Background: an optimization exercise with open tools, aiming at small area. Do not read the settings as production practice. Only simulation tests tie the RTL to the original design; equivalence was not proved. Power figures rest on the tool's default switching activity, not on a simulated workload.

Setup of raven:
## measure_sys
module measure_sys(
	input            sys_clk,
	input            sys_rst_n,
	input      [7:0] askdemod_data,    
	input      [9:0] fsk_demod,        
	input      [7:0] pskdemod_data,    
	output     [7:0] demod_data,
	output     [7:0] uart_mod_type,
	output    [15:0] uart_demod_fre,
	output     [7:0] uart_mod_depth,
	output     [7:0] uart_delta_freq
);
	wire clk = sys_clk;
	wire rst_n = sys_rst_n;
	wire [4:0] p;
	wire sclk, sen, first, last, cc0, cc400;
	clk_divider tm(.clk(clk), .rst_n(rst_n), .p(p), .sclk(sclk), .sen(sen),
		.first(first), .last(last), .cc0(cc0), .cc400(cc400));
	wire latch = sclk & last;
	wire [8:0] fsk9 = {~fsk_demod[8], fsk_demod[7:0]};    
	wire [9:0] f10  = {~fsk_demod[9], fsk_demod[8:0]};    
	wire [7:0] vpp_a, dc_a, vpp_p, dc_p;
	wire [8:0] vpp_f, dc_f;
	wave_cal8 st_a(.clk(clk), .rst_n(rst_n), .sclk(sclk), .first(first), .last(last),
		.din(askdemod_data), .vpp(vpp_a), .dc(dc_a));
	wave_cal9 st_f(.clk(clk), .rst_n(rst_n), .sclk(sclk), .first(first), .last(last),
		.din(fsk9), .vpp(vpp_f), .dc(dc_f));
	wave_cal8 st_p(.clk(clk), .rst_n(rst_n), .sclk(sclk), .first(first), .last(last),
		.din(pskdemod_data), .vpp(vpp_p), .dc(dc_p));
	wire [7:0] sdr_a;
	wire [8:0] sdr_f;
	wire rect_a, rect_f, rect_p;
  ...
export LEC_CHECK = 0
export CAP_MARGIN = 20
export CORE_MARGIN = 2
export CORE_UTILIZATION = 60
export SLEW_MARGIN = 20
create_clock -name core_clock -period 100.0 [get_ports {sys_clk}]
standard.sh (not shown) runs the stock make flow with config.mk's settings and CLKGATE_MAP_FILE= SYNTH_SCRIPT=/design/flow/synth_recipe.tcl, a recipe that flattens the netlist after the stock synthesis.
==> flow/flow/run.sh <==
#!/bin/bash
# Layout flow: the standard flow (standard.sh, unchanged synthesis,
# floorplan, power grid and routing) with two changes:
#  - ports are buffered with sky130_fd_sc_hd__buf_1 instead of the cell
#    buffer_ports picks by default (every port still gets its buffer);
#  - clock tree: clkbuf_8 buffers, sink clusters of at most 14 flops within
#    60 um, and no dummy loads.
# The full make output goes to flow.log in this folder; ORFS's per-step
# logs stay under orfs/logs/.
set -euo pipefail
bash standard.sh \
  "BUFFER_PORTS_ARGS=-buffer_cell sky130_fd_sc_hd__buf_1" \
  "CTS_ARGS=-sink_clustering_enable -repair_clock_nets -buf_list sky130_fd_sc_hd__clkbuf_8 -sink_clustering_size 14 -sink_clustering_max_diameter 60 -dont_use_dummy_load" \
  finish > flow.log 2>&1
raven completed end to end with timing, DRC and antenna clean.
Relative to raven, the following input files were edited for violet:
==> flow/run.sh (new file) <==
#!/bin/bash
# synth_recipe.tcl (not shown) runs the flow's synth.tcl, then flattens the netlist and writes it again
# the make line also repeats each setting of config.mk as NAME=value (left out here)
make -C /OpenROAD-flow-scripts/flow DESIGN_CONFIG=/design/flow/config.mk WORK_HOME=/design/flow/orfs CLKGATE_MAP_FILE= SYNTH_SCRIPT=/design/flow/synth_recipe.tcl finish
--- a/flow/config.mk
+++ b/flow/config.mk
@@ -10,0 +11,3 @@
+export CTS_BUF_LIST = sky130_fd_sc_hd__clkbuf_8
+export CTS_CLUSTER_DIAMETER = 60
+export CTS_CLUSTER_SIZE = 14
removed: flow/flow/run.sh
removed: flow/standard.sh
violet went all the way through synthesis, placement and routing and the layout is clean on timing, DRC and antenna.
In the flow results for raven and violet, the area growth from synthesis to layout is smaller on raven.
Taking violet over raven, the sum of internal, switching and leakage power ratio works out to 1.12.
Sequential fraction of total cell area was higher in raven than in violet.
Compared with raven, violet shows critical path data arrival time higher by 0.46 ns.
Number of endpoints failing setup at the final stage: violet vs raven identical
Comparing raven and violet, the lower final standard cell utilization of the core was measured on raven.
The clock group share of total power in violet sits 6.6 points above the value recorded for raven.
Diff violet..raven | parity-gate share of the synthesized area counting xor and xnor cells | unchanged
Vias: violet more than raven
Compared with raven, in violet setup slack of the critical path after layout decreased by 0.45 ns relative to the old numbers; number of clock buffer instances in the layout increased 5.
diff inputs: violet => nickel
--- a/flow/config.mk
+++ b/flow/config.mk
@@ -11,3 +11,3 @@
-export CTS_BUF_LIST = sky130_fd_sc_hd__clkbuf_8
-export CTS_CLUSTER_DIAMETER = 60
-export CTS_CLUSTER_SIZE = 14
+export CTS_BUF_LIST = sky130_fd_sc_hd__clkbuf_16
+export CTS_CLUSTER_DIAMETER = 80
+export CTS_CLUSTER_SIZE = 24
==> comparison <==
Between nickel and violet, time the final worst path needs with I/O delays and setup is higher for violet, nickel comes in under that.
nickel gives less TritonCTS buffer count than violet did.
Arrival time at the worst endpoint was lower in the run labelled nickel.
Side by side, routed length per instance turned out lower in nickel than in violet.
Setup WNS violet -> nickel: better
Diff nickel..violet | per-instance average area after synthesis | unchanged
Status: layout overhead on the synthesized area parity (nickel, violet)
Status: multi-input gate share of total cell area parity (violet, nickel)
Status: design area parity (violet, nickel)
nickel vs. violet: fill cell instance count of the final layout ~0 delta, sequential cell area ~0 delta.

========
run A:
measure_sys, a different RTL version from the one above (not shown whole).
Size: ~2300 cells after synthesis, roughly 76 I/O pins, roughly 24000 um^2 of cells after synthesis.
clock: 100.0 ns
lec_check: 0
cap_margin: 20
core_margin: 2
core_utilization: 40
slew_margin: 20
run.sh (not shown) runs the stock make flow with config.mk's settings and CLKGATE_MAP_FILE= SYNTH_SCRIPT=/design/flow/synth_recipe.tcl, a recipe that flattens the netlist after the stock synthesis.
Stock flow here: none of the scripts above is used.
#### Input delta (run B over run A)
- changing CORE_UTILIZATION from 40 to 60
- setting CTS_BUF_LIST to sky130_fd_sc_hd__clkbuf_4 for the first time
Findings:
- In summary, run A completed successfully, with a layout that passed the timing, DRC and antenna checks.
- Every stage of the flow completed for run B, and the final layout passed the timing, DRC and antenna checks.
- Initial antenna violation count on run B is up relative to run A.
- Run B vs. run A: area of the die went down 20000 um^2, clock-cell share of area fell 0.60 points, total power decreased about 8%.
- On global route total overflow, run B tracks run A almost exactly.

[port drivers added, routing unchanged]
The results above use ideal ports. As a check the final layouts listed here were re-extracted and re-timed, cells and wires unchanged.
Step 1, drivers: a clkbuf_16 drives sys_clk and a buf_2 each remaining input, both assumed.
Step 2 adds t to the input delays and takes it off the output delays; t is the mean of the earliest and latest rising clock arrival at the registers after step 1. Input paths then give back, and output paths get back, about the clock's delay inside the block.
Three values: ideal ports, drivers, drivers and shift; two values: the first two.
run	shift t [ns]	setup WS [ns]	worst setup path at the end
raven	0.643	76.159 / 76.107 / 76.033	input to register
violet	0.668	75.705 / 75.648 / 75.710	input to register
nickel	0.622	75.741 / 75.683 / 75.675	input to register
run A	0.638	75.809 / 75.749 / 75.745	input to register
run B	0.851	75.584 / 75.529 / 75.725	input to register
After both steps setup and hold are still met in every run listed. For raven, which loses most, drivers alone change the setup slack by -0.052 ns; drivers and shift together by -0.126 ns.
